This is an optimization exercise on Yosys and OpenROAD, whose aim is small area, a short achievable clock period and few clock cycles per item, not a production implementation.
The RTL of this run was laid out without a check of its function.
Power figures rest on the tool's default switching activity, not on a simulated workload.

### flow/design.v
module fp_carpma(
    input clk_i, rst_i, en_i,
    input [31:0] x1_i, x2_i,
    output [31:0] sonuc_o,
    output done_o
    );
  wire nz1 = |x1_i;
  wire nz2 = |x2_i;
  wire [23:0] ma = {nz1, x1_i[22:0]};
  wire [23:0] mb = {nz2, x2_i[22:0]};
  reg [1:0] cnt_q;
  reg [24:0] s_q, c_q;
  reg cy_q;
  reg [7:0] e_q;
  reg sg_q;
  wire run = en_i & ~rst_i;
  wire hold = (cnt_q == 2'd3);
  wire sh = run & ~hold;
  wire hd = run & hold;
  reg [7:0] dig;
  always @(*) begin
    case (cnt_q)
      2'd0: dig = mb[7:0];
      2'd1: dig = mb[15:8];
      2'd2: dig = mb[23:16];
      default: dig = 8'b0;
    endcase
  end
  wire [23:0] pp0 = ma & {24{dig[0]}};
  wire [23:0] pp1 = ma & {24{dig[1]}};
  wire [23:0] pp2 = ma & {24{dig[2]}};
  wire [23:0] pp3 = ma & {24{dig[3]}};
  wire [23:0] pp4 = ma & {24{dig[4]}};
  wire [23:0] pp5 = ma & {24{dig[5]}};
  wire [23:0] pp6 = ma & {24{dig[6]}};
  wire [23:0] pp7 = ma & {24{dig[7]}};
  wire hs0 = c_q[8] ^ s_q[8];
  wire hc0 = c_q[8] & s_q[8];
  wire fs0 = c_q[9] ^ s_q[9] ^ pp0[8];
  wire fc0 = (c_q[9] & s_q[9]) | (c_q[9] & pp0[8]) | (s_q[9] & pp0[8]);
  wire fs1 = c_q[10] ^ s_q[10] ^ pp0[9];
  wire fc1 = (c_q[10] & s_q[10]) | (c_q[10] & pp0[9]) | (s_q[10] & pp0[9]);
  wire fs2 = c_q[11] ^ s_q[11] ^ pp0[10];
  wire fc2 = (c_q[11] & s_q[11]) | (c_q[11] & pp0[10]) | (s_q[11] & pp0[10]);
  wire fs3 = c_q[12] ^ s_q[12] ^ pp0[11];
  wire fc3 = (c_q[12] & s_q[12]) | (c_q[12] & pp0[11]) | (s_q[12] & pp0[11]);
  wire fs4 = c_q[13] ^ s_q[13] ^ pp0[12];
  wire fc4 = (c_q[13] & s_q[13]) | (c_q[13] & pp0[12]) | (s_q[13] & pp0[12]);
  wire fs5 = c_q[14] ^ s_q[14] ^ pp0[13];
  wire fc5 = (c_q[14] & s_q[14]) | (c_q[14] & pp0[13]) | (s_q[14] & pp0[13]);
  wire fs6 = c_q[15] ^ s_q[15] ^ pp0[14];
  wire fc6 = (c_q[15] & s_q[15]) | (c_q[15] & pp0[14]) | (s_q[15] & pp0[14]);
  wire fs7 = c_q[16] ^ s_q[16] ^ pp0[15];
  wire fc7 = (c_q[16] & s_q[16]) | (c_q[16] & pp0[15]) | (s_q[16] & pp0[15]);
  wire fs8 = c_q[17] ^ s_q[17] ^ pp0[16];
  wire fc8 = (c_q[17] & s_q[17]) | (c_q[17] & pp0[16]) | (s_q[17] & pp0[16]);
  wire fs9 = c_q[18] ^ s_q[18] ^ pp0[17];
  wire fc9 = (c_q[18] & s_q[18]) | (c_q[18] & pp0[17]) | (s_q[18] & pp0[17]);
  wire fs10 = c_q[19] ^ s_q[19] ^ pp0[18];
  wire fc10 = (c_q[19] & s_q[19]) | (c_q[19] & pp0[18]) | (s_q[19] & pp0[18]);
  wire fs11 = c_q[20] ^ s_q[20] ^ pp0[19];
  wire fc11 = (c_q[20] & s_q[20]) | (c_q[20] & pp0[19]) | (s_q[20] & pp0[19]);
  wire fs12 = c_q[21] ^ s_q[21] ^ pp0[20];
  wire fc12 = (c_q[21] & s_q[21]) | (c_q[21] & pp0[20]) | (s_q[21] & pp0[20]);
  wire fs13 = c_q[22] ^ s_q[22] ^ pp0[21];
  wire fc13 = (c_q[22] & s_q[22]) | (c_q[22] & pp0[21]) | (s_q[22] & pp0[21]);
  wire fs14 = c_q[23] ^ s_q[23] ^ pp0[22];
  wire fc14 = (c_q[23] & s_q[23]) | (c_q[23] & pp0[22]) | (s_q[23] & pp0[22]);
  wire fs15 = c_q[24] ^ s_q[24] ^ pp0[23];
  wire fc15 = (c_q[24] & s_q[24]) | (c_q[24] & pp0[23]) | (s_q[24] & pp0[23]);
  wire hs1 = c_q[5] ^ s_q[5];
  wire hc1 = c_q[5] & s_q[5];
  wire fs16 = c_q[6] ^ s_q[6] ^ pp0[5];
  wire fc16 = (c_q[6] & s_q[6]) | (c_q[6] & pp0[5]) | (s_q[6] & pp0[5]);
  wire hs2 = pp1[4] ^ pp2[3];
  wire hc2 = pp1[4] & pp2[3];
  wire fs17 = c_q[7] ^ s_q[7] ^ pp0[6];
  wire fc17 = (c_q[7] & s_q[7]) | (c_q[7] & pp0[6]) | (s_q[7] & pp0[6]);
  wire fs18 = pp1[5] ^ pp2[4] ^ pp3[3];
  wire fc18 = (pp1[5] & pp2[4]) | (pp1[5] & pp3[3]) | (pp2[4] & pp3[3]);
  wire hs3 = pp4[2] ^ pp5[1];
  wire hc3 = pp4[2] & pp5[1];
  wire fs19 = hs0 ^ pp0[7] ^ pp1[6];
  wire fc19 = (hs0 & pp0[7]) | (hs0 & pp1[6]) | (pp0[7] & pp1[6]);
  wire fs20 = pp2[5] ^ pp3[4] ^ pp4[3];
  wire fc20 = (pp2[5] & pp3[4]) | (pp2[5] & pp4[3]) | (pp3[4] & pp4[3]);
  wire fs21 = pp5[2] ^ pp6[1] ^ pp7[0];
  wire fc21 = (pp5[2] & pp6[1]) | (pp5[2] & pp7[0]) | (pp6[1] & pp7[0]);
  wire fs22 = hc0 ^ pp1[7] ^ pp2[6];
  wire fc22 = (hc0 & pp1[7]) | (hc0 & pp2[6]) | (pp1[7] & pp2[6]);
  wire fs23 = pp3[5] ^ pp4[4] ^ pp5[3];
  wire fc23 = (pp3[5] & pp4[4]) | (pp3[5] & pp5[3]) | (pp4[4] & pp5[3]);
  wire fs24 = pp6[2] ^ pp7[1] ^ fs0;
  wire fc24 = (pp6[2] & pp7[1]) | (pp6[2] & fs0) | (pp7[1] & fs0);
  wire fs25 = pp1[8] ^ pp2[7] ^ pp3[6];
  wire fc25 = (pp1[8] & pp2[7]) | (pp1[8] & pp3[6]) | (pp2[7] & pp3[6]);
  wire fs26 = pp4[5] ^ pp5[4] ^ pp6[3];
  wire fc26 = (pp4[5] & pp5[4]) | (pp4[5] & pp6[3]) | (pp5[4] & pp6[3]);
  wire fs27 = pp7[2] ^ fc0 ^ fs1;
  wire fc27 = (pp7[2] & fc0) | (pp7[2] & fs1) | (fc0 & fs1);
  wire fs28 = pp1[9] ^ pp2[8] ^ pp3[7];
  wire fc28 = (pp1[9] & pp2[8]) | (pp1[9] & pp3[7]) | (pp2[8] & pp3[7]);
  wire fs29 = pp4[6] ^ pp5[5] ^ pp6[4];
  wire fc29 = (pp4[6] & pp5[5]) | (pp4[6] & pp6[4]) | (pp5[5] & pp6[4]);
  wire fs30 = pp7[3] ^ fc1 ^ fs2;
  wire fc30 = (pp7[3] & fc1) | (pp7[3] & fs2) | (fc1 & fs2);
  wire fs31 = pp1[10] ^ pp2[9] ^ pp3[8];
  wire fc31 = (pp1[10] & pp2[9]) | (pp1[10] & pp3[8]) | (pp2[9] & pp3[8]);
  wire fs32 = pp4[7] ^ pp5[6] ^ pp6[5];
  wire fc32 = (pp4[7] & pp5[6]) | (pp4[7] & pp6[5]) | (pp5[6] & pp6[5]);
  wire fs33 = pp7[4] ^ fc2 ^ fs3;
  wire fc33 = (pp7[4] & fc2) | (pp7[4] & fs3) | (fc2 & fs3);
  wire fs34 = pp1[11] ^ pp2[10] ^ pp3[9];
  wire fc34 = (pp1[11] & pp2[10]) | (pp1[11] & pp3[9]) | (pp2[10] & pp3[9]);
  wire fs35 = pp4[8] ^ pp5[7] ^ pp6[6];
  wire fc35 = (pp4[8] & pp5[7]) | (pp4[8] & pp6[6]) | (pp5[7] & pp6[6]);
  wire fs36 = pp7[5] ^ fc3 ^ fs4;
  wire fc36 = (pp7[5] & fc3) | (pp7[5] & fs4) | (fc3 & fs4);
  wire fs37 = pp1[12] ^ pp2[11] ^ pp3[10];
  wire fc37 = (pp1[12] & pp2[11]) | (pp1[12] & pp3[10]) | (pp2[11] & pp3[10]);
  wire fs38 = pp4[9] ^ pp5[8] ^ pp6[7];
  wire fc38 = (pp4[9] & pp5[8]) | (pp4[9] & pp6[7]) | (pp5[8] & pp6[7]);
  wire fs39 = pp7[6] ^ fc4 ^ fs5;
  wire fc39 = (pp7[6] & fc4) | (pp7[6] & fs5) | (fc4 & fs5);
  wire fs40 = pp1[13] ^ pp2[12] ^ pp3[11];
  wire fc40 = (pp1[13] & pp2[12]) | (pp1[13] & pp3[11]) | (pp2[12] & pp3[11]);
  wire fs41 = pp4[10] ^ pp5[9] ^ pp6[8];
  wire fc41 = (pp4[10] & pp5[9]) | (pp4[10] & pp6[8]) | (pp5[9] & pp6[8]);
  wire fs42 = pp7[7] ^ fc5 ^ fs6;
  wire fc42 = (pp7[7] & fc5) | (pp7[7] & fs6) | (fc5 & fs6);
  wire fs43 = pp1[14] ^ pp2[13] ^ pp3[12];
  wire fc43 = (pp1[14] & pp2[13]) | (pp1[14] & pp3[12]) | (pp2[13] & pp3[12]);
  wire fs44 = pp4[11] ^ pp5[10] ^ pp6[9];
  wire fc44 = (pp4[11] & pp5[10]) | (pp4[11] & pp6[9]) | (pp5[10] & pp6[9]);
  wire fs45 = pp7[8] ^ fc6 ^ fs7;
  wire fc45 = (pp7[8] & fc6) | (pp7[8] & fs7) | (fc6 & fs7);
  wire fs46 = pp1[15] ^ pp2[14] ^ pp3[13];
  wire fc46 = (pp1[15] & pp2[14]) | (pp1[15] & pp3[13]) | (pp2[14] & pp3[13]);
  wire fs47 = pp4[12] ^ pp5[11] ^ pp6[10];
  wire fc47 = (pp4[12] & pp5[11]) | (pp4[12] & pp6[10]) | (pp5[11] & pp6[10]);
  wire fs48 = pp7[9] ^ fc7 ^ fs8;
  wire fc48 = (pp7[9] & fc7) | (pp7[9] & fs8) | (fc7 & fs8);
  wire fs49 = pp1[16] ^ pp2[15] ^ pp3[14];
  wire fc49 = (pp1[16] & pp2[15]) | (pp1[16] & pp3[14]) | (pp2[15] & pp3[14]);
  wire fs50 = pp4[13] ^ pp5[12] ^ pp6[11];
  wire fc50 = (pp4[13] & pp5[12]) | (pp4[13] & pp6[11]) | (pp5[12] & pp6[11]);
  wire fs51 = pp7[10] ^ fc8 ^ fs9;
  wire fc51 = (pp7[10] & fc8) | (pp7[10] & fs9) | (fc8 & fs9);
  wire fs52 = pp1[17] ^ pp2[16] ^ pp3[15];
  wire fc52 = (pp1[17] & pp2[16]) | (pp1[17] & pp3[15]) | (pp2[16] & pp3[15]);
  wire fs53 = pp4[14] ^ pp5[13] ^ pp6[12];
  wire fc53 = (pp4[14] & pp5[13]) | (pp4[14] & pp6[12]) | (pp5[13] & pp6[12]);
  wire fs54 = pp7[11] ^ fc9 ^ fs10;
  wire fc54 = (pp7[11] & fc9) | (pp7[11] & fs10) | (fc9 & fs10);
  wire fs55 = pp1[18] ^ pp2[17] ^ pp3[16];
  wire fc55 = (pp1[18] & pp2[17]) | (pp1[18] & pp3[16]) | (pp2[17] & pp3[16]);
  wire fs56 = pp4[15] ^ pp5[14] ^ pp6[13];
  wire fc56 = (pp4[15] & pp5[14]) | (pp4[15] & pp6[13]) | (pp5[14] & pp6[13]);
  wire fs57 = pp7[12] ^ fc10 ^ fs11;
  wire fc57 = (pp7[12] & fc10) | (pp7[12] & fs11) | (fc10 & fs11);
  wire fs58 = pp1[19] ^ pp2[18] ^ pp3[17];
  wire fc58 = (pp1[19] & pp2[18]) | (pp1[19] & pp3[17]) | (pp2[18] & pp3[17]);
  wire fs59 = pp4[16] ^ pp5[15] ^ pp6[14];
  wire fc59 = (pp4[16] & pp5[15]) | (pp4[16] & pp6[14]) | (pp5[15] & pp6[14]);
  wire fs60 = pp7[13] ^ fc11 ^ fs12;
  wire fc60 = (pp7[13] & fc11) | (pp7[13] & fs12) | (fc11 & fs12);
  wire fs61 = pp1[20] ^ pp2[19] ^ pp3[18];
  wire fc61 = (pp1[20] & pp2[19]) | (pp1[20] & pp3[18]) | (pp2[19] & pp3[18]);
  wire fs62 = pp4[17] ^ pp5[16] ^ pp6[15];
  wire fc62 = (pp4[17] & pp5[16]) | (pp4[17] & pp6[15]) | (pp5[16] & pp6[15]);
  wire fs63 = pp7[14] ^ fc12 ^ fs13;
  wire fc63 = (pp7[14] & fc12) | (pp7[14] & fs13) | (fc12 & fs13);
  wire fs64 = pp1[21] ^ pp2[20] ^ pp3[19];
  wire fc64 = (pp1[21] & pp2[20]) | (pp1[21] & pp3[19]) | (pp2[20] & pp3[19]);
  wire fs65 = pp4[18] ^ pp5[17] ^ pp6[16];
  wire fc65 = (pp4[18] & pp5[17]) | (pp4[18] & pp6[16]) | (pp5[17] & pp6[16]);
  wire fs66 = pp7[15] ^ fc13 ^ fs14;
  wire fc66 = (pp7[15] & fc13) | (pp7[15] & fs14) | (fc13 & fs14);
  wire fs67 = pp1[22] ^ pp2[21] ^ pp3[20];
  wire fc67 = (pp1[22] & pp2[21]) | (pp1[22] & pp3[20]) | (pp2[21] & pp3[20]);
  wire fs68 = pp4[19] ^ pp5[18] ^ pp6[17];
  wire fc68 = (pp4[19] & pp5[18]) | (pp4[19] & pp6[17]) | (pp5[18] & pp6[17]);
  wire fs69 = pp7[16] ^ fc14 ^ fs15;
  wire fc69 = (pp7[16] & fc14) | (pp7[16] & fs15) | (fc14 & fs15);
  wire fs70 = pp1[23] ^ pp2[22] ^ pp3[21];
  wire fc70 = (pp1[23] & pp2[22]) | (pp1[23] & pp3[21]) | (pp2[22] & pp3[21]);
  wire fs71 = pp4[20] ^ pp5[19] ^ pp6[18];
  wire fc71 = (pp4[20] & pp5[19]) | (pp4[20] & pp6[18]) | (pp5[19] & pp6[18]);
  wire hs4 = pp7[17] ^ fc15;
  wire hc4 = pp7[17] & fc15;
  wire fs72 = pp2[23] ^ pp3[22] ^ pp4[21];
  wire fc72 = (pp2[23] & pp3[22]) | (pp2[23] & pp4[21]) | (pp3[22] & pp4[21]);
  wire hs5 = pp5[20] ^ pp6[19];
  wire hc5 = pp5[20] & pp6[19];
  wire hs6 = pp3[23] ^ pp4[22];
  wire hc6 = pp3[23] & pp4[22];
  wire hs7 = c_q[3] ^ s_q[3];
  wire hc7 = c_q[3] & s_q[3];
  wire fs73 = c_q[4] ^ s_q[4] ^ pp0[3];
  wire fc73 = (c_q[4] & s_q[4]) | (c_q[4] & pp0[3]) | (s_q[4] & pp0[3]);
  wire hs8 = pp1[2] ^ pp2[1];
  wire hc8 = pp1[2] & pp2[1];
  wire fs74 = hs1 ^ pp0[4] ^ pp1[3];
  wire fc74 = (hs1 & pp0[4]) | (hs1 & pp1[3]) | (pp0[4] & pp1[3]);
  wire fs75 = pp2[2] ^ pp3[1] ^ pp4[0];
  wire fc75 = (pp2[2] & pp3[1]) | (pp2[2] & pp4[0]) | (pp3[1] & pp4[0]);
  wire fs76 = hc1 ^ pp3[2] ^ pp4[1];
  wire fc76 = (hc1 & pp3[2]) | (hc1 & pp4[1]) | (pp3[2] & pp4[1]);
  wire fs77 = pp5[0] ^ hs2 ^ fs16;
  wire fc77 = (pp5[0] & hs2) | (pp5[0] & fs16) | (hs2 & fs16);
  wire fs78 = pp6[0] ^ hc2 ^ hs3;
  wire fc78 = (pp6[0] & hc2) | (pp6[0] & hs3) | (hc2 & hs3);
  wire fs79 = fc16 ^ fs17 ^ fs18;
  wire fc79 = (fc16 & fs17) | (fc16 & fs18) | (fs17 & fs18);
  wire fs80 = hc3 ^ fc17 ^ fc18;
  wire fc80 = (hc3 & fc17) | (hc3 & fc18) | (fc17 & fc18);
  wire fs81 = fs19 ^ fs20 ^ fs21;
  wire fc81 = (fs19 & fs20) | (fs19 & fs21) | (fs20 & fs21);
  wire fs82 = fc19 ^ fc20 ^ fc21;
  wire fc82 = (fc19 & fc20) | (fc19 & fc21) | (fc20 & fc21);
  wire fs83 = fs22 ^ fs23 ^ fs24;
  wire fc83 = (fs22 & fs23) | (fs22 & fs24) | (fs23 & fs24);
  wire fs84 = fc22 ^ fc23 ^ fs25;
  wire fc84 = (fc22 & fc23) | (fc22 & fs25) | (fc23 & fs25);
  wire fs85 = fs26 ^ fc24 ^ fs27;
  wire fc85 = (fs26 & fc24) | (fs26 & fs27) | (fc24 & fs27);
  wire fs86 = fc25 ^ fc26 ^ fs28;
  wire fc86 = (fc25 & fc26) | (fc25 & fs28) | (fc26 & fs28);
  wire fs87 = fs29 ^ fc27 ^ fs30;
  wire fc87 = (fs29 & fc27) | (fs29 & fs30) | (fc27 & fs30);
  wire fs88 = fc28 ^ fc29 ^ fs31;
  wire fc88 = (fc28 & fc29) | (fc28 & fs31) | (fc29 & fs31);
  wire fs89 = fs32 ^ fc30 ^ fs33;
  wire fc89 = (fs32 & fc30) | (fs32 & fs33) | (fc30 & fs33);
  wire fs90 = fc31 ^ fc32 ^ fs34;
  wire fc90 = (fc31 & fc32) | (fc31 & fs34) | (fc32 & fs34);
  wire fs91 = fs35 ^ fc33 ^ fs36;
  wire fc91 = (fs35 & fc33) | (fs35 & fs36) | (fc33 & fs36);
  wire fs92 = fc34 ^ fc35 ^ fs37;
  wire fc92 = (fc34 & fc35) | (fc34 & fs37) | (fc35 & fs37);
  wire fs93 = fs38 ^ fc36 ^ fs39;
  wire fc93 = (fs38 & fc36) | (fs38 & fs39) | (fc36 & fs39);
  wire fs94 = fc37 ^ fc38 ^ fs40;
  wire fc94 = (fc37 & fc38) | (fc37 & fs40) | (fc38 & fs40);
  wire fs95 = fs41 ^ fc39 ^ fs42;
  wire fc95 = (fs41 & fc39) | (fs41 & fs42) | (fc39 & fs42);
  wire fs96 = fc40 ^ fc41 ^ fs43;
  wire fc96 = (fc40 & fc41) | (fc40 & fs43) | (fc41 & fs43);
  wire fs97 = fs44 ^ fc42 ^ fs45;
  wire fc97 = (fs44 & fc42) | (fs44 & fs45) | (fc42 & fs45);
  wire fs98 = fc43 ^ fc44 ^ fs46;
  wire fc98 = (fc43 & fc44) | (fc43 & fs46) | (fc44 & fs46);
  wire fs99 = fs47 ^ fc45 ^ fs48;
  wire fc99 = (fs47 & fc45) | (fs47 & fs48) | (fc45 & fs48);
  wire fs100 = fc46 ^ fc47 ^ fs49;
  wire fc100 = (fc46 & fc47) | (fc46 & fs49) | (fc47 & fs49);
  wire fs101 = fs50 ^ fc48 ^ fs51;
  wire fc101 = (fs50 & fc48) | (fs50 & fs51) | (fc48 & fs51);
  wire fs102 = fc49 ^ fc50 ^ fs52;
  wire fc102 = (fc49 & fc50) | (fc49 & fs52) | (fc50 & fs52);
  wire fs103 = fs53 ^ fc51 ^ fs54;
  wire fc103 = (fs53 & fc51) | (fs53 & fs54) | (fc51 & fs54);
  wire fs104 = fc52 ^ fc53 ^ fs55;
  wire fc104 = (fc52 & fc53) | (fc52 & fs55) | (fc53 & fs55);
  wire fs105 = fs56 ^ fc54 ^ fs57;
  wire fc105 = (fs56 & fc54) | (fs56 & fs57) | (fc54 & fs57);
  wire fs106 = fc55 ^ fc56 ^ fs58;
  wire fc106 = (fc55 & fc56) | (fc55 & fs58) | (fc56 & fs58);
  wire fs107 = fs59 ^ fc57 ^ fs60;
  wire fc107 = (fs59 & fc57) | (fs59 & fs60) | (fc57 & fs60);
  wire fs108 = fc58 ^ fc59 ^ fs61;
  wire fc108 = (fc58 & fc59) | (fc58 & fs61) | (fc59 & fs61);
  wire fs109 = fs62 ^ fc60 ^ fs63;
  wire fc109 = (fs62 & fc60) | (fs62 & fs63) | (fc60 & fs63);
  wire fs110 = fc61 ^ fc62 ^ fs64;
  wire fc110 = (fc61 & fc62) | (fc61 & fs64) | (fc62 & fs64);
  wire fs111 = fs65 ^ fc63 ^ fs66;
  wire fc111 = (fs65 & fc63) | (fs65 & fs66) | (fc63 & fs66);
  wire fs112 = fc64 ^ fc65 ^ fs67;
  wire fc112 = (fc64 & fc65) | (fc64 & fs67) | (fc65 & fs67);
  wire fs113 = fs68 ^ fc66 ^ fs69;
  wire fc113 = (fs68 & fc66) | (fs68 & fs69) | (fc66 & fs69);
  wire fs114 = fc67 ^ fc68 ^ fs70;
  wire fc114 = (fc67 & fc68) | (fc67 & fs70) | (fc68 & fs70);
  wire fs115 = fs71 ^ hs4 ^ fc69;
  wire fc115 = (fs71 & hs4) | (fs71 & fc69) | (hs4 & fc69);
  wire fs116 = pp7[18] ^ hs5 ^ fc70;
  wire fc116 = (pp7[18] & hs5) | (pp7[18] & fc70) | (hs5 & fc70);
  wire fs117 = fc71 ^ fs72 ^ hc4;
  wire fc117 = (fc71 & fs72) | (fc71 & hc4) | (fs72 & hc4);
  wire fs118 = pp5[21] ^ pp6[20] ^ pp7[19];
  wire fc118 = (pp5[21] & pp6[20]) | (pp5[21] & pp7[19]) | (pp6[20] & pp7[19]);
  wire fs119 = hc5 ^ hs6 ^ fc72;
  wire fc119 = (hc5 & hs6) | (hc5 & fc72) | (hs6 & fc72);
  wire fs120 = pp4[23] ^ pp5[22] ^ pp6[21];
  wire fc120 = (pp4[23] & pp5[22]) | (pp4[23] & pp6[21]) | (pp5[22] & pp6[21]);
  wire hs9 = pp7[20] ^ hc6;
  wire hc9 = pp7[20] & hc6;
  wire hs10 = pp5[23] ^ pp6[22];
  wire hc10 = pp5[23] & pp6[22];
  wire hs11 = c_q[2] ^ s_q[2];
  wire hc11 = c_q[2] & s_q[2];
  wire fs121 = hs7 ^ pp0[2] ^ pp1[1];
  wire fc121 = (hs7 & pp0[2]) | (hs7 & pp1[1]) | (pp0[2] & pp1[1]);
  wire fs122 = hc7 ^ pp3[0] ^ hs8;
  wire fc122 = (hc7 & pp3[0]) | (hc7 & hs8) | (pp3[0] & hs8);
  wire fs123 = hc8 ^ fc73 ^ fs74;
  wire fc123 = (hc8 & fc73) | (hc8 & fs74) | (fc73 & fs74);
  wire fs124 = fc74 ^ fc75 ^ fs76;
  wire fc124 = (fc74 & fc75) | (fc74 & fs76) | (fc75 & fs76);
  wire fs125 = fc76 ^ fs78 ^ fc77;
  wire fc125 = (fc76 & fs78) | (fc76 & fc77) | (fs78 & fc77);
  wire fs126 = fc78 ^ fc79 ^ fs80;
  wire fc126 = (fc78 & fc79) | (fc78 & fs80) | (fc79 & fs80);
  wire fs127 = fc80 ^ fc81 ^ fs82;
  wire fc127 = (fc80 & fc81) | (fc80 & fs82) | (fc81 & fs82);
  wire fs128 = fc82 ^ fs84 ^ fc83;
  wire fc128 = (fc82 & fs84) | (fc82 & fc83) | (fs84 & fc83);
  wire fs129 = fc84 ^ fs86 ^ fc85;
  wire fc129 = (fc84 & fs86) | (fc84 & fc85) | (fs86 & fc85);
  wire fs130 = fc86 ^ fs88 ^ fc87;
  wire fc130 = (fc86 & fs88) | (fc86 & fc87) | (fs88 & fc87);
  wire fs131 = fc88 ^ fs90 ^ fc89;
  wire fc131 = (fc88 & fs90) | (fc88 & fc89) | (fs90 & fc89);
  wire fs132 = fc90 ^ fs92 ^ fc91;
  wire fc132 = (fc90 & fs92) | (fc90 & fc91) | (fs92 & fc91);
  wire fs133 = fc92 ^ fs94 ^ fc93;
  wire fc133 = (fc92 & fs94) | (fc92 & fc93) | (fs94 & fc93);
  wire fs134 = fc94 ^ fs96 ^ fc95;
  wire fc134 = (fc94 & fs96) | (fc94 & fc95) | (fs96 & fc95);
  wire fs135 = fc96 ^ fs98 ^ fc97;
  wire fc135 = (fc96 & fs98) | (fc96 & fc97) | (fs98 & fc97);
  wire fs136 = fc98 ^ fs100 ^ fc99;
  wire fc136 = (fc98 & fs100) | (fc98 & fc99) | (fs100 & fc99);
  wire fs137 = fc100 ^ fs102 ^ fc101;
  wire fc137 = (fc100 & fs102) | (fc100 & fc101) | (fs102 & fc101);
  wire fs138 = fc102 ^ fs104 ^ fc103;
  wire fc138 = (fc102 & fs104) | (fc102 & fc103) | (fs104 & fc103);
  wire fs139 = fc104 ^ fs106 ^ fc105;
  wire fc139 = (fc104 & fs106) | (fc104 & fc105) | (fs106 & fc105);
  wire fs140 = fc106 ^ fs108 ^ fc107;
  wire fc140 = (fc106 & fs108) | (fc106 & fc107) | (fs108 & fc107);
  wire fs141 = fc108 ^ fs110 ^ fc109;
  wire fc141 = (fc108 & fs110) | (fc108 & fc109) | (fs110 & fc109);
  wire fs142 = fc110 ^ fs112 ^ fc111;
  wire fc142 = (fc110 & fs112) | (fc110 & fc111) | (fs112 & fc111);
  wire fs143 = fc112 ^ fs114 ^ fc113;
  wire fc143 = (fc112 & fs114) | (fc112 & fc113) | (fs114 & fc113);
  wire fs144 = fc114 ^ fs116 ^ fs117;
  wire fc144 = (fc114 & fs116) | (fc114 & fs117) | (fs116 & fs117);
  wire fs145 = fs118 ^ fc116 ^ fs119;
  wire fc145 = (fs118 & fc116) | (fs118 & fs119) | (fc116 & fs119);
  wire fs146 = fc118 ^ fs120 ^ hs9;
  wire fc146 = (fc118 & fs120) | (fc118 & hs9) | (fs120 & hs9);
  wire fs147 = pp7[21] ^ hs10 ^ fc120;
  wire fc147 = (pp7[21] & hs10) | (pp7[21] & fc120) | (hs10 & fc120);
  wire hs12 = pp6[23] ^ pp7[22];
  wire hc12 = pp6[23] & pp7[22];
  wire hs13 = c_q[0] ^ cy_q;
  wire hc13 = c_q[0] & cy_q;
  wire fs148 = c_q[1] ^ s_q[1] ^ pp0[0];
  wire fc148 = (c_q[1] & s_q[1]) | (c_q[1] & pp0[0]) | (s_q[1] & pp0[0]);
  wire fs149 = hs11 ^ pp0[1] ^ pp1[0];
  wire fc149 = (hs11 & pp0[1]) | (hs11 & pp1[0]) | (pp0[1] & pp1[0]);
  wire fs150 = hc11 ^ pp2[0] ^ fs121;
  wire fc150 = (hc11 & pp2[0]) | (hc11 & fs121) | (pp2[0] & fs121);
  wire fs151 = fc121 ^ fs73 ^ fs122;
  wire fc151 = (fc121 & fs73) | (fc121 & fs122) | (fs73 & fs122);
  wire fs152 = fs75 ^ fc122 ^ fs123;
  wire fc152 = (fs75 & fc122) | (fs75 & fs123) | (fc122 & fs123);
  wire fs153 = fc123 ^ fs124 ^ fs77;
  wire fc153 = (fc123 & fs124) | (fc123 & fs77) | (fs124 & fs77);
  wire fs154 = fc124 ^ fs79 ^ fs125;
  wire fc154 = (fc124 & fs79) | (fc124 & fs125) | (fs79 & fs125);
  wire fs155 = fs81 ^ fc125 ^ fs126;
  wire fc155 = (fs81 & fc125) | (fs81 & fs126) | (fc125 & fs126);
  wire fs156 = fc126 ^ fs127 ^ fs83;
  wire fc156 = (fc126 & fs127) | (fc126 & fs83) | (fs127 & fs83);
  wire fs157 = fc127 ^ fs85 ^ fs128;
  wire fc157 = (fc127 & fs85) | (fc127 & fs128) | (fs85 & fs128);
  wire fs158 = fs87 ^ fc128 ^ fs129;
  wire fc158 = (fs87 & fc128) | (fs87 & fs129) | (fc128 & fs129);
  wire fs159 = fs89 ^ fc129 ^ fs130;
  wire fc159 = (fs89 & fc129) | (fs89 & fs130) | (fc129 & fs130);
  wire fs160 = fs91 ^ fc130 ^ fs131;
  wire fc160 = (fs91 & fc130) | (fs91 & fs131) | (fc130 & fs131);
  wire fs161 = fs93 ^ fc131 ^ fs132;
  wire fc161 = (fs93 & fc131) | (fs93 & fs132) | (fc131 & fs132);
  wire fs162 = fs95 ^ fc132 ^ fs133;
  wire fc162 = (fs95 & fc132) | (fs95 & fs133) | (fc132 & fs133);
  wire fs163 = fs97 ^ fc133 ^ fs134;
  wire fc163 = (fs97 & fc133) | (fs97 & fs134) | (fc133 & fs134);
  wire fs164 = fs99 ^ fc134 ^ fs135;
  wire fc164 = (fs99 & fc134) | (fs99 & fs135) | (fc134 & fs135);
  wire fs165 = fs101 ^ fc135 ^ fs136;
  wire fc165 = (fs101 & fc135) | (fs101 & fs136) | (fc135 & fs136);
  wire fs166 = fs103 ^ fc136 ^ fs137;
  wire fc166 = (fs103 & fc136) | (fs103 & fs137) | (fc136 & fs137);
  wire fs167 = fs105 ^ fc137 ^ fs138;
  wire fc167 = (fs105 & fc137) | (fs105 & fs138) | (fc137 & fs138);
  wire fs168 = fs107 ^ fc138 ^ fs139;
  wire fc168 = (fs107 & fc138) | (fs107 & fs139) | (fc138 & fs139);
  wire fs169 = fs109 ^ fc139 ^ fs140;
  wire fc169 = (fs109 & fc139) | (fs109 & fs140) | (fc139 & fs140);
  wire fs170 = fs111 ^ fc140 ^ fs141;
  wire fc170 = (fs111 & fc140) | (fs111 & fs141) | (fc140 & fs141);
  wire fs171 = fs113 ^ fc141 ^ fs142;
  wire fc171 = (fs113 & fc141) | (fs113 & fs142) | (fc141 & fs142);
  wire fs172 = fs115 ^ fc142 ^ fs143;
  wire fc172 = (fs115 & fc142) | (fs115 & fs143) | (fc142 & fs143);
  wire fs173 = fc115 ^ fs144 ^ fc143;
  wire fc173 = (fc115 & fs144) | (fc115 & fc143) | (fs144 & fc143);
  wire fs174 = fc117 ^ fs145 ^ fc144;
  wire fc174 = (fc117 & fs145) | (fc117 & fc144) | (fs145 & fc144);
  wire fs175 = fc119 ^ fs146 ^ fc145;
  wire fc175 = (fc119 & fs146) | (fc119 & fc145) | (fs146 & fc145);
  wire fs176 = hc9 ^ fs147 ^ fc146;
  wire fc176 = (hc9 & fs147) | (hc9 & fc146) | (fs147 & fc146);
  wire fs177 = hc10 ^ hs12 ^ fc147;
  wire fc177 = (hc10 & hs12) | (hc10 & fc147) | (hs12 & fc147);
  wire hs14 = pp7[23] ^ hc12;
  wire hc14 = pp7[23] & hc12;
  wire [32:0] ts = {hc14, hs14, fs177, fs176, fs175, fs174, fc172, fc171, fc170, fc169, fc168, fc167, fc166, fc165, fc164, fc163, fc162, fc161, fc160, fc159, fc158, fc157, fc156, fc155, fc154, fc153, fc152, fc151, fc150, fc149, fc148, hc13, s_q[0]};
  wire [32:0] tc = {1'b0, fc177, fc176, fc175, fc174, fc173, fs173, fs172, fs171, fs170, fs169, fs168, fs167, fs166, fs165, fs164, fs163, fs162, fs161, fs160, fs159, fs158, fs157, fs156, fs155, fs154, fs153, fs152, fs151, fs150, fs149, fs148, hs13};
  wire [8:0] lo_sum = {1'b0, ts[7:0]} + {1'b0, tc[7:0]};
  wire cy_d = lo_sum[8];
  always @(posedge clk_i) begin
    cnt_q <= run ? (hold ? cnt_q : cnt_q + 2'd1) : 2'd0;
    s_q <= (ts[32:8] & {25{sh}}) | (s_q & {25{hd}});
    c_q <= (tc[32:8] & {25{sh}}) | (c_q & {25{hd}});
    cy_q <= (cy_d & sh) | (cy_q & hd);
    e_q <= (nz1 & nz2) ? (x1_i[30:23] + x2_i[30:23] + 8'd129) : 8'd0;
    sg_q <= nz1 & nz2 & (x1_i[31] ^ x2_i[31]);
  end
  wire [24:0] r = s_q + c_q + {24'd0, cy_q};
  wire [22:0] man = r[24] ? r[23:1] : r[22:0];
  wire [7:0] e = e_q + {7'd0, r[24]};
  assign sonuc_o = {sg_q, e, man};
  assign done_o = hold;
endmodule
### flow/run.sh
#!/bin/bash
# synth_recipe.tcl (not shown) runs the flow's synth.tcl, then flattens the netlist and writes it again
# the make line also repeats each setting of config.mk as NAME=value (left out here)
make -C /OpenROAD-flow-scripts/flow DESIGN_CONFIG=/design/flow/config.mk WORK_HOME=/design/flow/orfs CLKGATE_MAP_FILE= SYNTH_SCRIPT=/design/flow/synth_recipe.tcl finish
### flow/config.mk
export PLATFORM = sky130hd
export DESIGN_NAME = fp_carpma
export DESIGN_NICKNAME = fp_carpma
export VERILOG_FILES = /design/flow/design.v
export SDC_FILE = /design/flow/constraint.sdc
export NUM_CORES = 4
export LEC_CHECK = 0
export CAP_MARGIN = 20
export CORE_MARGIN = 2
export CORE_UTILIZATION = 40
export SLEW_MARGIN = 20
### flow/constraint.sdc
create_clock -name core_clock -period 10.0 [get_ports {clk_i}]
set_input_delay 2.0000 -clock core_clock [delete_from_list [all_inputs] [get_ports {clk_i}]]
set_output_delay 2.0000 -clock core_clock [all_outputs]
set_load 0.01 [all_outputs]
==> results_dict.tcl <==
set metrics [dict create \
    layout-drive-gt1-share_pct 5.34 \
    drt_pass1_iterations 6 \
    setup_viol_count_final 0 \
    nFillCells 2386 \
    worst_pin_slew_ns 0.999 \
    root_driver "sky130_fd_sc_hd__clkbuf_16" \
    layout_common_cells "sky130_fd_sc_hd__inv_1 (202), sky130_fd_sc_hd__fa_1 (181), sky130_fd_sc_hd__nand2_1 (148)" \
    rsz0062_at_grt "no" \
    initial_core_util_pct 40.8 \
    crit_arrival_ns 4.69 \
    drt_wl_total_um 26600 \
    via_count_of_the_first_global_routing_pass 8099 \
    dp_cells 1488 \
    vias_per_cell 5.09 \
    dr_total_vias 7653 \
    globalRouteOverflowTotal 0 \
    layout.cells.most_common "sky130_fd_sc_hd__inv_1" \
    syn_avg_cell_area_um2 8.92 \
    cell_variety_after_synth 61 \
    swShare_pct 44.0 \
    mappedNetlistNets 1421 \
    routabilityCongestion 0.901 \
    finalMaxSlewViolations 0 \
    grt_antenna_before_repair 1 \
    synthesis.area_um2 9920 \
    timing.setup.tns_ns 0 \
    max_capacitance_violation_count 0 \
    power.clock.fraction_pct 16.0 \
    vert_die_dim_um 162 \
    io_buffers 99 \
    setup.worst_path.class "register to primary output" \
    postSynthRegisterBits 62 \
    clock_insertion_delay_worst_skew_ns 0.35 \
    post_route_clock_period_utilization_pct 66.9 \
    r2r-start "cnt_q[0]" \
    routedWlPerCell_um 17.7 \
    hold_violations 0 \
    antenna_cells 0 \
    final.setup_skew_ns 0.00631 \
    groute.layer.met1.usage_pct 29.6 \
    timing.hold.worst.class "register to register" \
    ctsResizeCount 0 \
    finalWorstPathRequiredPeriod_ns 6.69 \
    antenna_violating_nets_post_route 0 \
    post-route-drc-count 0 \
    postCtsSetupRepairBufs 0 \
    timing.reg2reg.setup_slack_ns 5.47 \
    total_power_uw 2470 \
    io-pin-count 100 \
    internal_power_uw 1380 \
    design.die.area_um2 26100 \
    reg_to_reg_endpoint "c_q[14]" \
    status "no timing/DRC/antenna violations" \
    timing.critical_path.required_ns 8.00 \
    dp_slack_ns 3.32 \
    globalRoute.busiestLayer "met2" \
    tritoncts.num_buffers 9 \
    grt_use_met3_pct 3.36 \
    min_delay_path_depth 2 \
    power.density_nw_per_um2 214 \
    grt_max_degree 53 \
    dp_hpwl_um 22500 \
    postSynthCellCount 1112 \
    power.net_switching_uw 1090 \
    synth_enable_flop_cells 0 \
    gr_layer_usage_met2_pct 36.4 \
    max_slew_margin_pct 33.4 \
    clock_path_buffers 2 \
    category_of_the_worst_setup_path_capture_point "primary output" \
    yosys_warnings 1 \
    design.core.area_um2 24300 \
    initialDrtViolationCount 477 \
    clock_sinks 62 \
    layout_setup_ws_ns 3.31 \
    final-instance-count-excl-fill 1504 \
    hold-path-endpoint "c_q[5]" \
    cts.htree.levels 3 \
    chipWidth_um 162 \
    hold_slack_ns 0.453 \
    wire_length_of_the_first_global_routing_pass_um 43800 \
    post_synthesis_sequential_area_ratio_pct 12.5 \
    timing.critical_path.fanout_max 23 \
    dominantRegCellSynth "sky130_fd_sc_hd__dfxtp_1" \
    finalNetCount 1484 \
    peakVddDrop_mv 0.0991 \
    area.growth.synth_to_final_pct 16.3 \
    grt.total_usage_pct 21.8 \
    critical_path.startpoint_type "register" \
    ctsHoldBuffers 0 \
    timing.fmax_mhz 149 \
    postSynth.asyncResetShare_pct 0 \
    placementRows 57 \
    timing.reg2reg.worst_path_depth 13 \
    leakage_uw 0.00493 \
    pwr-share-seq_pct 15.3 \
    cts.reportedPaths.clkPinSlew_ns 0.06 \
    combinationalPowerShare_pct 68.6 \
    timing.hold.worst.start "c_q[5]" \
    cts_tree "done" \
]
-- synth_stat cells (2+ instances only) --
| cell type | count | area [um^2] |
|---|---|---|
| sky130_fd_sc_hd__a211oi_1 | 4 | 30.0 |
| sky130_fd_sc_hd__a21boi_0 | 4 | 30.0 |
| sky130_fd_sc_hd__a21o_1 | 11 | 82.6 |
| sky130_fd_sc_hd__a21oi_1 | 25 | 125 |
| sky130_fd_sc_hd__a222oi_1 | 7 | 70.1 |
| sky130_fd_sc_hd__a22o_1 | 12 | 105 |
| sky130_fd_sc_hd__a311oi_1 | 3 | 26.3 |
| sky130_fd_sc_hd__a31oi_1 | 3 | 18.8 |
| sky130_fd_sc_hd__and2_1 | 93 | 582 |
| sky130_fd_sc_hd__and3_1 | 5 | 31.3 |
| sky130_fd_sc_hd__buf_1 | 12 | 45.0 |
| sky130_fd_sc_hd__buf_6 | 2 | 22.5 |
| sky130_fd_sc_hd__clkbuf_1 | 41 | 154 |
| sky130_fd_sc_hd__dfxtp_1 | 62 | 1240 |
| sky130_fd_sc_hd__fa_1 | 181 | 3620 |
| sky130_fd_sc_hd__ha_1 | 61 | 763 |
| sky130_fd_sc_hd__inv_1 | 202 | 758 |
| sky130_fd_sc_hd__mux2_2 | 3 | 33.8 |
| sky130_fd_sc_hd__mux2_4 | 17 | 255 |
| sky130_fd_sc_hd__nand2_1 | 148 | 556 |
| sky130_fd_sc_hd__nand2b_1 | 6 | 37.5 |
| sky130_fd_sc_hd__nand3_1 | 8 | 40.0 |
| sky130_fd_sc_hd__nand4_1 | 7 | 43.8 |
| sky130_fd_sc_hd__nor2_1 | 36 | 135 |
| sky130_fd_sc_hd__nor2b_1 | 5 | 31.3 |
| sky130_fd_sc_hd__nor3_1 | 11 | 55.1 |
| sky130_fd_sc_hd__nor4_1 | 17 | 106 |
| sky130_fd_sc_hd__o211ai_1 | 3 | 22.5 |
| sky130_fd_sc_hd__o21ai_0 | 55 | 275 |
| sky130_fd_sc_hd__o21ai_1 | 2 | 10.0 |
| sky130_fd_sc_hd__o21bai_1 | 5 | 37.5 |
| sky130_fd_sc_hd__o31ai_1 | 2 | 15.0 |
| sky130_fd_sc_hd__xnor2_1 | 25 | 219 |
| sky130_fd_sc_hd__xor2_1 | 7 | 61.3 |
-- kinds of logic (layout without fill, tap and decap cells) --
group           Yosys count  in the layout  share of synthesized area (%)
fa+ha+maj               242            242                           44.2
simple gates            346            346                           17.2
mux                      21             21                           3.01
compound gates          150            150                           10.2
xor+xnor                 32             32                           2.82
flops                    62             62                           12.5
buf+inv                 259            327                           10.0
-- area by class of cell --
| cell class | instances | area [um^2] | share of cell area (%) |
|---|---|---|---|
| clock buffers | 9 | 225 | 1.95 |
| clock inverters | 7 | 145 | 1.26 |
| inverters | 202 | 758 | 6.57 |
| multi-input cells | 791 | 7700 | 66.7 |
| flip-flops and latches | 62 | 1240 | 10.8 |
| well taps | 324 | 405 | 3.51 |
| repair buffers | 109 | 1070 | 9.23 |
-- metal layers --
layer  part of all wire [%]  up-vias  routed length [um]
met5                  0.041        -                  11
met2                     48      171               12800
li1                       -     3616                   -
met3                    4.8       28                1290
met4                    1.9        2                 495
met1                     45     3836               12000
-- sequential cells by signal, indices dropped and copies added, names as in the netlist --
name	cells
c_q	25
e_q	8
sg_q	1
cnt_q	2
s_q	25
cy_q	1
-- worst max-delay path by stage --
stage                        to     start  depth (start not counted)
global route        sonuc_o[30]    s_q[0]                         17
CTS                 sonuc_o[30]    s_q[0]                         17
global placement        c_q[17]   x1_i[6]                         12
detailed placement      c_q[17]   x1_i[6]                         12
finish              sonuc_o[30]    s_q[0]                         17
floorplan               c_q[17]  x1_i[16]                         12
-- through the flow --
step	cell area [um^2]	utilization (%)
after CTS	11500	47.5
final	11500	47.5
after global routing	11500	47.5
after global placement	11200	45.9
after detailed placement	11200	45.9
after floorplan	9920	-
-- power by group through the flow --
stage / sequential (uW) / combinational (uW) / clock [uW]
global placement: 382 / 1670 / 0
global route: 387 / 1940 / 410
CTS: 378 / 1720 / 400
finish: 378 / 1690 / 396
detailed placement: 383 / 1710 / 0
floorplan: 359 / 1130 / 0
-- worst max-delay path: stages (launching register included) --
cell and delay, ns:
sky130_fd_sc_hd__dfxtp_1 0.37, sky130_fd_sc_hd__inv_1 0.07, sky130_fd_sc_hd__fa_1 0.42, sky130_fd_sc_hd__inv_1 0.08, sky130_fd_sc_hd__fa_1 0.22, sky130_fd_sc_hd__a211oi_1 0.12, sky130_fd_sc_hd__o2111ai_2 0.27, sky130_fd_sc_hd__nand4_2 0.20
sky130_fd_sc_hd__a2111oi_4 0.40, sky130_fd_sc_hd__nor3_2 0.14, sky130_fd_sc_hd__nor2_4 0.09, sky130_fd_sc_hd__buf_4 0.38, sky130_fd_sc_hd__ha_1 0.29, sky130_fd_sc_hd__and3_1 0.17, sky130_fd_sc_hd__nand3_1 0.12, sky130_fd_sc_hd__or2_2 0.34
sky130_fd_sc_hd__xnor2_1 0.13, sky130_fd_sc_hd__clkdlybuf4s50_1 0.55

==> port drivers added, routing unchanged <==
No port has a modelled driver above. Below, the same layout with a new extraction and two added sets of constraints.
Step 1 sets driving cells, clkbuf_16 on the clock port and buf_2 on the other inputs (assumed; they add their load-dependent delay and slew).
Step 2, shift: input delay + t, output delay - t, t = (earliest + latest rising clock arrival at the registers) / 2. This alone moves slack from input paths to output paths.
Three values: ideal ports, drivers, drivers and shift; two values: the first two.
t, ns: 0.388
slack for setup (ns): 3.306 / 3.264 / 3.336
worst setup path at the end: input to register
clock arrival spread, ns: 0.008 / 0.008
cell pins on the clock port's net: 1
After both steps setup and hold are still met in this run. The setup slack of this run moves by -0.042 ns with the drivers and by +0.030 ns with both steps.
